Background: an optimization exercise with open tools, aiming at small area, a short achievable clock period and few clock cycles per item. Do not read the settings as production practice. Where RTL was checked, it was by simulation tests only, not by an equivalence proof against the original. The flow treats the clock pin as an ideal source, which a real chip does not have. No activity file was given, so power comes from the tool's default toggle rates.

## job 6217
## main
module main(
    input clk, rst, start,
    input [3:0] ip,
    output reg [59:0] ans,
    output reg finish
    );
    function automatic ge4(input [3:0] x, input [3:0] y);
        reg r;
        integer j;
        begin
            r = 1'b1;
            for (j = 0; j < 4; j = j + 1)
                r = (x[j] ^ y[j]) ? x[j] : r;
            ge4 = r;
        end
    endfunction
    function automatic gek(input [6:0] x, input [6:0] k);
        reg r;
        integer j;
        begin
            r = 1'b1;
            for (j = 0; j < 7; j = j + 1)
                r = k[j] ? (x[j] & r) : (x[j] | r);
            gek = r;
        end
    endfunction
    reg [3:0]  d;       
    reg [6:0]  cnt;     
    reg        busy;    
    reg [47:0] s;       
    reg [11:0] v;       
    wire [11:0] keep;
    genvar i;
    generate
        for (i = 0; i < 12; i = i + 1) begin : pos
            assign keep[i] = gek(cnt, 90 + i) | (v[i] & ge4(s[4*i+:4], d));
        end
    endgenerate
    wire [11:0] vn = {keep[10:0], 1'b1};
    wire [11:0] wr = vn & ~keep;
    wire load = busy && cnt == 7'd100;
    wire [3:0] s11 = s[47:44];
    wire [3:0] u = (v[11] & ge4(s11, d)) ? s11 : d;
    wire [47:0] num = {s[3:0], s[7:4], s[11:8], s[15:12], s[19:16], s[23:20],
                       s[27:24], s[31:28], s[35:32], s[39:36], s[43:40], u};
    wire [59:0] b = {12'd0, load ? num : 48'd0};
    wire [14:0] gd, pd;
    wire [3:0] r [0:14];
    generate
        for (i = 0; i < 15; i = i + 1) begin : dg
            wire [3:0] x = ans[4*i+:4];
            wire [3:0] y = b[4*i+:4];
  ...
clock: 25.0 ns
lec_check: 0
abc_area: 1
cap_margin: 20
core_margin: 2
core_utilization: 40
cts_buf_list: sky130_fd_sc_hd__clkbuf_8
cts_cluster_diameter: 100
cts_cluster_size: 30
slew_margin: 20
standard.sh (not shown) runs the stock make flow with config.mk's settings and CLKGATE_MAP_FILE= SYNTH_SCRIPT=/design/flow/synth_recipe.tcl, a recipe that flattens the netlist after the stock synthesis.
==> flow/flow/run.sh <==
#!/bin/bash
# Standard layout, with plain buffers on the ports.
set -euo pipefail
export BUFFER_PORTS_ARGS="-buffer_cell sky130_fd_sc_hd__buf_1"
bash standard.sh > standard.log 2>&1
Testbench counts of job 6217, summed over its fixed seeds: cycles 19,584, lines 192.
Edits applied to the flow inputs when going from job 6217 to job 5860:
# job 6217
export LEC_CHECK = 0
export ABC_AREA = 1
export CAP_MARGIN = 20
export CORE_MARGIN = 2
export CORE_UTILIZATION = 40
export CTS_BUF_LIST = sky130_fd_sc_hd__clkbuf_8
export CTS_CLUSTER_DIAMETER = 100
export CTS_CLUSTER_SIZE = 30
export SLEW_MARGIN = 20
create_clock -name core_clock -period 25.0 [get_ports {clk}]
# job 5860
export LEC_CHECK = 0
export ABC_AREA = 1
export CAP_MARGIN = 20
export CORE_MARGIN = 2
export CORE_UTILIZATION = 40
export CTS_BUF_LIST = sky130_fd_sc_hd__clkbuf_4
export CTS_CLUSTER_DIAMETER = 100
export CTS_CLUSTER_SIZE = 40
export SLEW_MARGIN = 20
create_clock -name core_clock -period 25.0 [get_ports {clk}]
==> notes.md <==
- Diff job 5860..job 6217 | cell count | negligible
- Comparing job 6217 with job 5860, the wire length came out essentially unchanged.
- In the metrics for job 6217 and job 5860, the one carrying the higher fraction of standard cell area that is sequential is job 5860.
- Job 5860 completed every stage of the flow, and the final layout passed the timing, design-rule and antenna checks.
- Total power of job 5860 is lower than that of job 6217.
Edits applied to the flow inputs when going from job 5860 to job 6941:
# job 5860
export LEC_CHECK = 0
export ABC_AREA = 1
export CAP_MARGIN = 20
export CORE_MARGIN = 2
export CORE_UTILIZATION = 40
export CTS_BUF_LIST = sky130_fd_sc_hd__clkbuf_4
export CTS_CLUSTER_DIAMETER = 100
export CTS_CLUSTER_SIZE = 40
export SLEW_MARGIN = 20
create_clock -name core_clock -period 25.0 [get_ports {clk}]
# job 6941
export LEC_CHECK = 0
export ABC_AREA = 1
export CAP_MARGIN = 20
export CORE_MARGIN = 2
export CORE_UTILIZATION = 40
export CTS_BUF_LIST = sky130_fd_sc_hd__clkbuf_8
export CTS_CLUSTER_DIAMETER = 100
export CTS_CLUSTER_SIZE = 30
export SLEW_MARGIN = 20
create_clock -name core_clock -period 25.0 [get_ports {clk}]
==> flow/run.sh (new file) <==
#!/bin/bash
# synth_recipe.tcl (not shown) runs the flow's synth.tcl, then flattens the netlist and writes it again
# the make line also repeats each setting of config.mk as NAME=value (left out here)
make -C /OpenROAD-flow-scripts/flow DESIGN_CONFIG=/design/flow/config.mk WORK_HOME=/design/flow/orfs CLKGATE_MAP_FILE= SYNTH_SCRIPT=/design/flow/synth_recipe.tcl finish
removed: flow/flow/run.sh
removed: flow/standard.sh
Findings:
The run showing the smaller sequential share of layout area is job 6941. For job 5860, the launching instance or port of the critical path was ans[27], unlike job 6941, where it was ans[50]. Job 5860 ended up with sky130_fd_sc_hd__dfxtp_1 as its slowest cell on the critical path; job 6941 ended up with sky130_fd_sc_hd__clkdlybuf4s50_1. Number of non-filler instances in the completed layout of job 5860 is on par with job 6941. Min antenna diode count across job 6941 and job 5860: job 6941. Job 6941 vs job 5860 — total wirelength of the detailed-routed design dropped 300 um.

## run 1
main, a different RTL version from the one above (not shown whole).
Size in the first run: ~910 cells after synthesis, ~130 flip-flops.
Design main, start of the top module:
module main(
    input clk, rst, start,
    input [3:0] ip,
    output reg [59:0] ans,
    output reg finish
    );
clock: 25.0 ns
lec_check: 0
abc_area: 1
cap_margin: 20
core_margin: 2
core_utilization: 40
cts_buf_list: sky130_fd_sc_hd__clkbuf_4
cts_cluster_diameter: 100
cts_cluster_size: 40
slew_margin: 20
==> flow/flow/run.sh <==
#!/bin/bash
# Standard layout, with plain buffers on the ports and timing repair aimed
# well past the 25 ns constraint.
set -euo pipefail
export BUFFER_PORTS_ARGS="-buffer_cell sky130_fd_sc_hd__buf_1"
export SETUP_SLACK_MARGIN=19
bash standard.sh > standard.log 2>&1
Here is what was changed in the inputs of run 2 compared with run 1.
# run 1
export LEC_CHECK = 0
export ABC_AREA = 1
export CAP_MARGIN = 20
export CORE_MARGIN = 2
export CORE_UTILIZATION = 40
export CTS_BUF_LIST = sky130_fd_sc_hd__clkbuf_4
export CTS_CLUSTER_DIAMETER = 100
export CTS_CLUSTER_SIZE = 40
export SLEW_MARGIN = 20
create_clock -name core_clock -period 25.0 [get_ports {clk}]
# run 2
export LEC_CHECK = 0
export ABC_AREA = 1
export CAP_MARGIN = 20
export CORE_MARGIN = 2
export CORE_UTILIZATION = 40
export SLEW_MARGIN = 20
create_clock -name core_clock -period 25.0 [get_ports {clk}]
==> flow/run.sh (new file) <==
#!/bin/bash
# synth_recipe.tcl (not shown) runs the flow's synth.tcl, then flattens the netlist and writes it again
# the make line also repeats each setting of config.mk as NAME=value (left out here)
make -C /OpenROAD-flow-scripts/flow DESIGN_CONFIG=/design/flow/config.mk WORK_HOME=/design/flow/orfs CLKGATE_MAP_FILE= SYNTH_SCRIPT=/design/flow/synth_recipe.tcl finish
removed: flow/flow/run.sh
removed: flow/standard.sh
Results
Re number of H-tree levels: no difference whatsoever between run 1 and run 2. Against run 1 as the reference, run 2 delivers a lower global-route usage. Comparing final critical-path share of the clock period for run 1 and run 2, the smaller number came from run 1. Run 2: total power density per cell area 33% above run 1. The fmax in run 2 sits 7.6% below the value recorded for run 1.
The following lists how run 3 was set up differently from run 2:
# run 2
export LEC_CHECK = 0
export ABC_AREA = 1
export CAP_MARGIN = 20
export CORE_MARGIN = 2
export CORE_UTILIZATION = 40
export SLEW_MARGIN = 20
create_clock -name core_clock -period 25.0 [get_ports {clk}]
# run 3
export LEC_CHECK = 0
export ABC_AREA = 1
export CAP_MARGIN = 20
export CORE_MARGIN = 2
export CORE_UTILIZATION = 40
export CTS_BUF_LIST = sky130_fd_sc_hd__clkbuf_4
export CTS_CLUSTER_DIAMETER = 100
export CTS_CLUSTER_SIZE = 40
export SLEW_MARGIN = 20
create_clock -name core_clock -period 25.0 [get_ports {clk}]
==> flow/flow/run.sh (new file) <==
#!/bin/bash
# Standard layout, with plain buffers on the ports.
set -euo pipefail
export BUFFER_PORTS_ARGS="-buffer_cell sky130_fd_sc_hd__buf_1"
bash standard.sh > standard.log 2>&1
==> flow/standard.sh (new file) <==
#!/bin/bash
# synth_recipe.tcl (not shown) runs the flow's synth.tcl, then flattens the netlist and writes it again
# the make line also repeats each setting of config.mk as NAME=value (left out here)
make -C /OpenROAD-flow-scripts/flow DESIGN_CONFIG=/design/flow/config.mk WORK_HOME=/design/flow/orfs CLKGATE_MAP_FILE= SYNTH_SCRIPT=/design/flow/synth_recipe.tcl "${@:-finish}"
removed: flow/run.sh
- Power per standard cell area in run 3 is 8.4 nW/um^2 below run 2.
- [compare] base=run 2 new=run 3: post-layout total power now smaller, path depth of the worst reg2reg path now larger, routed wire length now smaller.
- Of run 3 and run 2, the higher peak fanout along the critical path belongs to run 2.
- Summary — fraction of the core area covered by cells at the end of the flow, run 3 relative to run 2: lower, by 3.9 points.
- Per the comparison of run 3 with run 2, clock-pin slew on the worst setup and hold paths increased by 0.07 ns relative to the old numbers, sequential share of layout area higher, first-iteration DRC count dropped about 1.1%.
Relative to run 3, the following input files were edited for run 4:
==> flow/run.sh (new file) <==
#!/bin/bash
# synth_recipe.tcl (not shown) runs the flow's synth.tcl, then flattens the netlist and writes it again
# the make line also repeats each setting of config.mk as NAME=value (left out here)
make -C /OpenROAD-flow-scripts/flow DESIGN_CONFIG=/design/flow/config.mk WORK_HOME=/design/flow/orfs CLKGATE_MAP_FILE= SYNTH_SCRIPT=/design/flow/synth_recipe.tcl finish
removed: flow/flow/run.sh
removed: flow/standard.sh
==> comparison <==
Compared run 4 vs run 3, and clock-buffer cell count is up in run 4.
Type of the worst setup path = flip-flop to flip-flop: run 3; type of the worst setup path = flip-flop to primary output: run 4
On post-layout instance count excluding filler cells, run 4 and run 3 are neck and neck.
Antenna diode count (lower): run 4
Run 3 has a higher pre-CTS worst setup slack than run 4.
Going from run 3 to run 4, final area grows by 4.9%.
Of the two values seen for first element of the critical path, ans[50]$_SDFF_PP0_ was produced by run 4 and d[0]$_DFF_P_ by run 3.
The total power of run 4 exceeds that of run 3 by 0.50%.
Summary of run 4 over run 3: sequential share of cell area went down 1.7 points; portion of total power attributed to combinational logic went up 0.2 points; register-to-register setup slack went down 0.09 ns.
In the metrics for run 4 and run 3, the one carrying the higher design internal power is run 4.
No run of this note included a check of the RTL's function; only the layout flow was run.

main, a different RTL version from the one above (not shown whole).
Size in the first run: roughly 130 flip-flops, roughly 6700 um^2 of cells after synthesis.
Settings: LEC_CHECK=0, ABC_AREA=1, CAP_MARGIN=20, CORE_MARGIN=2, CORE_UTILIZATION=65, CTS_BUF_LIST=sky130_fd_sc_hd__clkbuf_8, CTS_CLUSTER_DIAMETER=100, CTS_CLUSTER_SIZE=30, PLACE_DENSITY=0.5, SLEW_MARGIN=20; clock period 25.0 ns.
==> flow/flow/run.sh <==
#!/bin/bash
# The standard layout (standard.sh) with these changes:
# - plain buf_1 cells as the port buffers;
# - buffers that Yosys/ABC put in the netlist are removed at floorplan
#   (repair_design adds back what slew and load need);
# - clock tree made by flow/mcts.tcl instead of TritonCTS: the clock port
#   drives one clkbuf_16, which drives one buffer per group of nearby
#   flip-flops;
# - logic cells that synthesis sized up set back to their smallest size
#   (flow/downsize.tcl), and the flip-flops that drive the outputs one size
#   up (flow/upsize_out.tcl);
# - the timing repair after global routing aimed at its worst path, past
#   the 25 ns constraint (the constraint itself is unchanged).
# Each step's full log is in orfs/logs/; standard.sh's own output goes to
# standard_cts.log and standard.log here.
set -euo pipefail
export BUFFER_PORTS_ARGS="-buffer_cell sky130_fd_sc_hd__buf_1"
export REMOVE_ABC_BUFFERS=1
export MCTS_GROUPS=6
export MCTS_LEAF=sky130_fd_sc_hd__clkbuf_16
export PRE_CTS_TCL="$PWD/flow/mcts.tcl"
export PRE_RESIZE_TCL="$PWD/flow/pre_resize.tcl"
bash standard.sh cts > standard_cts.log 2>&1
export SETUP_SLACK_MARGIN=19.1
export TNS_END_PERCENT=0
bash standard.sh > standard.log 2>&1
==> flow/flow/downsize.tcl <==
# Hook run before the resize step: logic cells that synthesis sized up are
# set back to the smallest cell with the same function; the repair steps
# that follow size up again where slew, load or timing need it.
set n 0
set saved 0.0
foreach inst [get_cells *] {
  set ref [get_property $inst ref_name]
  if {![regexp {^(sky130_fd_sc_hd__(\w+?))_(\d+)$} $ref -> stem base drv]} { continue }
  if {[regexp {^(df|edf|sdf|dl|clk|buf|tap|fill|decap|conb|dly)} $base]} { continue }
  set best $ref
  set barea [get_property [get_lib_cells */$ref] area]
  foreach lc [get_lib_cells */${stem}_*] {
    set nm [get_name $lc]
    if {![regexp "^${stem}_\\d+\$" $nm]} { continue }
    set a [get_property $lc area]
    if {$a < $barea} { set best $nm; set barea $a }
  }
  if {$best ne $ref} {
    set saved [expr {$saved + [get_property [get_lib_cells */$ref] area] - $barea}]
    replace_cell $inst $best
    incr n
  }
}
puts "downsize: $n cells, [format %.1f $saved] um2"
==> flow/flow/mcts.tcl <==
# Hand-made clock tree: the clock port drives one clkbuf_16, which drives
# one buffer per group of nearby flip-flops (groups from k-means on the
# flip-flops' placed locations).
proc mcts_build { ngroups leafbuf } {
  set block [ord::get_db_block]
  set clknet [$block findNet clk]
  set sinks {}
  foreach it [$clknet getITerms] {
    if {[[$it getMTerm] getName] == "CLK"} { lappend sinks $it }
  }
  set pts {}
  foreach it $sinks {
    set inst [$it getInst]
    set b [$inst getBBox]
    lappend pts [list [expr {([$b xMin] + [$b xMax]) / 2}] [expr {([$b yMin] + [$b yMax]) / 2}]]
  }
  set n [llength $pts]
  # k-means, seeded with points spread along the sorted order
  set order [lsort -integer -index 0 [lmap p $pts {lindex $p 0}]]
  set cent {}
  set sorted [lsort -real -index 0 $pts]
  for {set g 0} {$g < $ngroups} {incr g} {
    lappend cent [lindex $sorted [expr {int(($g + 0.5) * $n / $ngroups)}]]
  }
  for {set iter 0} {$iter < 30} {incr iter} {
    set asg {}
    foreach p $pts {
      set best 0; set bd 1e30
      for {set g 0} {$g < $ngroups} {incr g} {
        set c [lindex $cent $g]
        set dd [expr {abs([lindex $p 0] - [lindex $c 0]) + abs([lindex $p 1] - [lindex $c 1])}]
        if {$dd < $bd} { set bd $dd; set best $g }
      }
      lappend asg $best
    }
    set newc {}
    for {set g 0} {$g < $ngroups} {incr g} {
      set sx 0; set sy 0; set k 0
      foreach p $pts a $asg { if {$a == $g} { incr sx [lindex $p 0]; incr sy [lindex $p 1]; incr k } }
      if {$k == 0} { lappend newc [lindex $cent $g] } else { lappend newc [list [expr {$sx / $k}] [expr {$sy / $k}]] }
    }
    set cent $newc
  }
  set master16 [[ord::get_db] findMaster sky130_fd_sc_hd__clkbuf_16]
  set master8 [[ord::get_db] findMaster $leafbuf]
  set rootnet [odb::dbNet_create $block clknet_root]
  $rootnet setSigType CLOCK
  set root [odb::dbInst_create $block $master16 clkbuf_root]
  set rx 0; set ry 0
  foreach c $cent { incr rx [lindex $c 0]; incr ry [lindex $c 1] }
  $root setLocation [expr {$rx / $ngroups}] [expr {$ry / $ngroups}]
  $root setPlacementStatus PLACED
  [$root findITerm A] connect $clknet
  [$root findITerm X] connect $rootnet
  for {set g 0} {$g < $ngroups} {incr g} {
    set net [odb::dbNet_create $block clknet_leaf_$g]
    $net setSigType CLOCK
    set buf [odb::dbInst_create $block $master8 clkbuf_leaf_$g]
    set c [lindex $cent $g]
    $buf setLocation [lindex $c 0] [lindex $c 1]
    $buf setPlacementStatus PLACED
    [$buf findITerm A] connect $rootnet
    [$buf findITerm X] connect $net
    foreach it $sinks a $asg {
      if {$a == $g} { $it disconnect; $it connect $net }
    }
  }
  puts "mcts: $n sinks in $ngroups groups"
}

# Run as the PRE_CTS hook: build the tree, then have TritonCTS leave its
# nets alone (the clock port's net now has a single sink and is skipped).
mcts_build $::env(MCTS_GROUPS) $::env(MCTS_LEAF)
set mcts_nets {clknet_root}
for {set g 0} {$g < $::env(MCTS_GROUPS)} {incr g} { lappend mcts_nets clknet_leaf_$g }
set_cts_config -skip_nets $mcts_nets
==> flow/flow/pre_resize.tcl <==
source [file dirname [info script]]/downsize.tcl
source [file dirname [info script]]/upsize_out.tcl
Other scripts of this flow, unchanged in this note and not shown: flow/flow/upsize_out.tcl
Testbench counts at the start, summed over its fixed seeds: cycles 19,584, lines 192.
Next try:
--- a/flow/flow/run.sh
+++ b/flow/flow/run.sh
@@ -9,3 +9 @@
-# - logic cells that synthesis sized up set back to their smallest size
-#   (flow/downsize.tcl), and the flip-flops that drive the outputs one size
-#   up (flow/upsize_out.tcl);
+# - the flip-flops that drive the outputs one size up (flow/upsize_out.tcl);
@@ -19,2 +17,2 @@
-export MCTS_GROUPS=6
-export MCTS_LEAF=sky130_fd_sc_hd__clkbuf_16
+export MCTS_GROUPS=${MCTS_GROUPS:-6}
+export MCTS_LEAF=${MCTS_LEAF:-sky130_fd_sc_hd__clkbuf_16}
@@ -22 +20 @@
-export PRE_RESIZE_TCL="$PWD/flow/pre_resize.tcl"
+export PRE_RESIZE_TCL="$PWD/flow/upsize_out.tcl"
Settings changed: CORE_UTILIZATION 65 to 40, PLACE_DENSITY 0.5 to default.
removed: flow/flow/downsize.tcl
removed: flow/flow/pre_resize.tcl
Result: Setup slack is better by 7.7 ps; sequential share of layout area falls by 1.7 points; combinational power came out higher by about 8%; register-to-register slack gains 200 ps; clock skew grows by 17 ps; cell count climbs by 9.0%; total power grows by 1.4%; first-iteration DRC count fell by 18%; synthesized area stays the same.
Next try:
--- a/flow/flow/run.sh
+++ b/flow/flow/run.sh
@@ -9 +9,3 @@
-# - the flip-flops that drive the outputs one size up (flow/upsize_out.tcl);
+# - logic cells that synthesis sized up set back to their smallest size
+#   (flow/downsize.tcl), and the flip-flops that drive the outputs one size
+#   up (flow/upsize_out.tcl);
@@ -17,2 +19,2 @@
-export MCTS_GROUPS=${MCTS_GROUPS:-6}
-export MCTS_LEAF=${MCTS_LEAF:-sky130_fd_sc_hd__clkbuf_16}
+export MCTS_GROUPS=5
+export MCTS_LEAF=sky130_fd_sc_hd__clkbuf_16
@@ -20 +22 @@
-export PRE_RESIZE_TCL="$PWD/flow/upsize_out.tcl"
+export PRE_RESIZE_TCL="$PWD/flow/pre_resize.tcl"
==> flow/flow/downsize.tcl (new file) <==
# Hook run before the resize step: logic cells that synthesis sized up are
# set back to the smallest cell with the same function; the repair steps
# that follow size up again where slew, load or timing need it.
set n 0
set saved 0.0
foreach inst [get_cells *] {
  set ref [get_property $inst ref_name]
  if {![regexp {^(sky130_fd_sc_hd__(\w+?))_(\d+)$} $ref -> stem base drv]} { continue }
  if {[regexp {^(df|edf|sdf|dl|clk|buf|tap|fill|decap|conb|dly)} $base]} { continue }
  set best $ref
  set barea [get_property [get_lib_cells */$ref] area]
  foreach lc [get_lib_cells */${stem}_*] {
    set nm [get_name $lc]
    if {![regexp "^${stem}_\\d+\$" $nm]} { continue }
    set a [get_property $lc area]
    if {$a < $barea} { set best $nm; set barea $a }
  }
  if {$best ne $ref} {
    set saved [expr {$saved + [get_property [get_lib_cells */$ref] area] - $barea}]
    replace_cell $inst $best
    incr n
  }
}
puts "downsize: $n cells, [format %.1f $saved] um2"
==> flow/flow/pre_resize.tcl (new file) <==
source [file dirname [info script]]/downsize.tcl
source [file dirname [info script]]/upsize_out.tcl
Settings changed: CORE_UTILIZATION 40 to 65.
Result: Area after synthesis does not change. Flip-flop and latch count does not change. Cell area is lower by a few percent. Power shrinks by a few percent. Hold slack is worse by 12 ps. Register-to-register slack degrades by 210 ps. Synthesized cell count stays the same. Via count went up by a few percent. Routed wire length decreases by a few percent. Cell count decreases by a little under a tenth. Critical path depth does not change.
Next try:
--- a/flow/flow/run.sh
+++ b/flow/flow/run.sh
@@ -9,3 +9 @@
-# - logic cells that synthesis sized up set back to their smallest size
-#   (flow/downsize.tcl), and the flip-flops that drive the outputs one size
-#   up (flow/upsize_out.tcl);
+# - the flip-flops that drive the outputs one size up (flow/upsize_out.tcl);
@@ -19 +17 @@
-export MCTS_GROUPS=5
+export MCTS_GROUPS=6
@@ -22 +20 @@
-export PRE_RESIZE_TCL="$PWD/flow/pre_resize.tcl"
+export PRE_RESIZE_TCL="$PWD/flow/upsize_out.tcl"
Settings changed: CORE_UTILIZATION 65 to 40.
removed: flow/flow/downsize.tcl
removed: flow/flow/pre_resize.tcl
Outcome: Clock power came out higher by about 10%. Sequential power hardly moves. Maximum frequency came out higher by 0.33%. Die area came out higher by 60%. Worst setup slack gets better by 20 ps. Area after synthesis stays the same. Combinational power came out higher by about 8%. Routed wire length came out higher by 3.0%. Critical path depth is unchanged.
Next try:
--- a/flow/flow/run.sh
+++ b/flow/flow/run.sh
@@ -17,2 +17,2 @@
-export MCTS_GROUPS=6
-export MCTS_LEAF=sky130_fd_sc_hd__clkbuf_16
+export MCTS_GROUPS=${MCTS_GROUPS:-5}
+export MCTS_LEAF=${MCTS_LEAF:-sky130_fd_sc_hd__clkbuf_16}
Result: The new run completed without violations. Setup slack degrades by 21 ps. Hold slack degrades by 15 ps. Area after synthesis does not change. Wire length went down by 0.72%. Cell area went down by 0.66%. Final cell count stays flat. Clock skew went down by 12 ps.

-- what the ideal ports hide --
Ports are ideal in the flow. The routed layouts listed here were re-timed in OpenROAD. Step 1, drivers: a clkbuf_16 drives clk and a buf_2 each remaining input, both assumed. Step 2 also shifts input and output timing later by t, the mid clock arrival at the registers, as if the neighbouring blocks saw the same clock. Three values: ideal, step 1, step 2; two values: the first two.
run	t (ns)	slack for setup (ns)	latest minus earliest clock arrival (ns)
job 6217	0.474	18.972 / 18.933 / 18.529	0.015 / 0.014
job 5860	0.567	18.856 / 18.818 / 18.531	0.017 / 0.017
job 6941	0.467	18.598 / 18.561 / 18.197	0.010 / 0.010
run 1	0.579	18.972 / 18.932 / 18.562	0.016 / 0.016
run 2	0.455	18.476 / 18.499 / 18.044	0.008 / 0.008
run 3	0.582	18.714 / 18.714 / 18.475	0.014 / 0.014
run 4	0.575	18.464 / 18.429 / 18.067	0.017 / 0.017
the first run of note 3	0.384	19.084 / 19.043 / 18.793	0.014 / 0.014
the second run of note 3	0.395	19.092 / 19.048 / 18.882	0.031 / 0.031
the third run of note 3	0.381	19.072 / 19.032 / 18.803	0.019 / 0.020
the fourth run of note 3	0.395	19.092 / 19.048 / 18.882	0.031 / 0.031
the fifth run of note 3	0.400	19.071 / 19.025 / 18.884	0.020 / 0.020
After both steps setup and hold are still met in every run listed. The setup slack of job 6217, which loses most, moves by -0.039 ns with the drivers and by -0.443 ns with both steps.
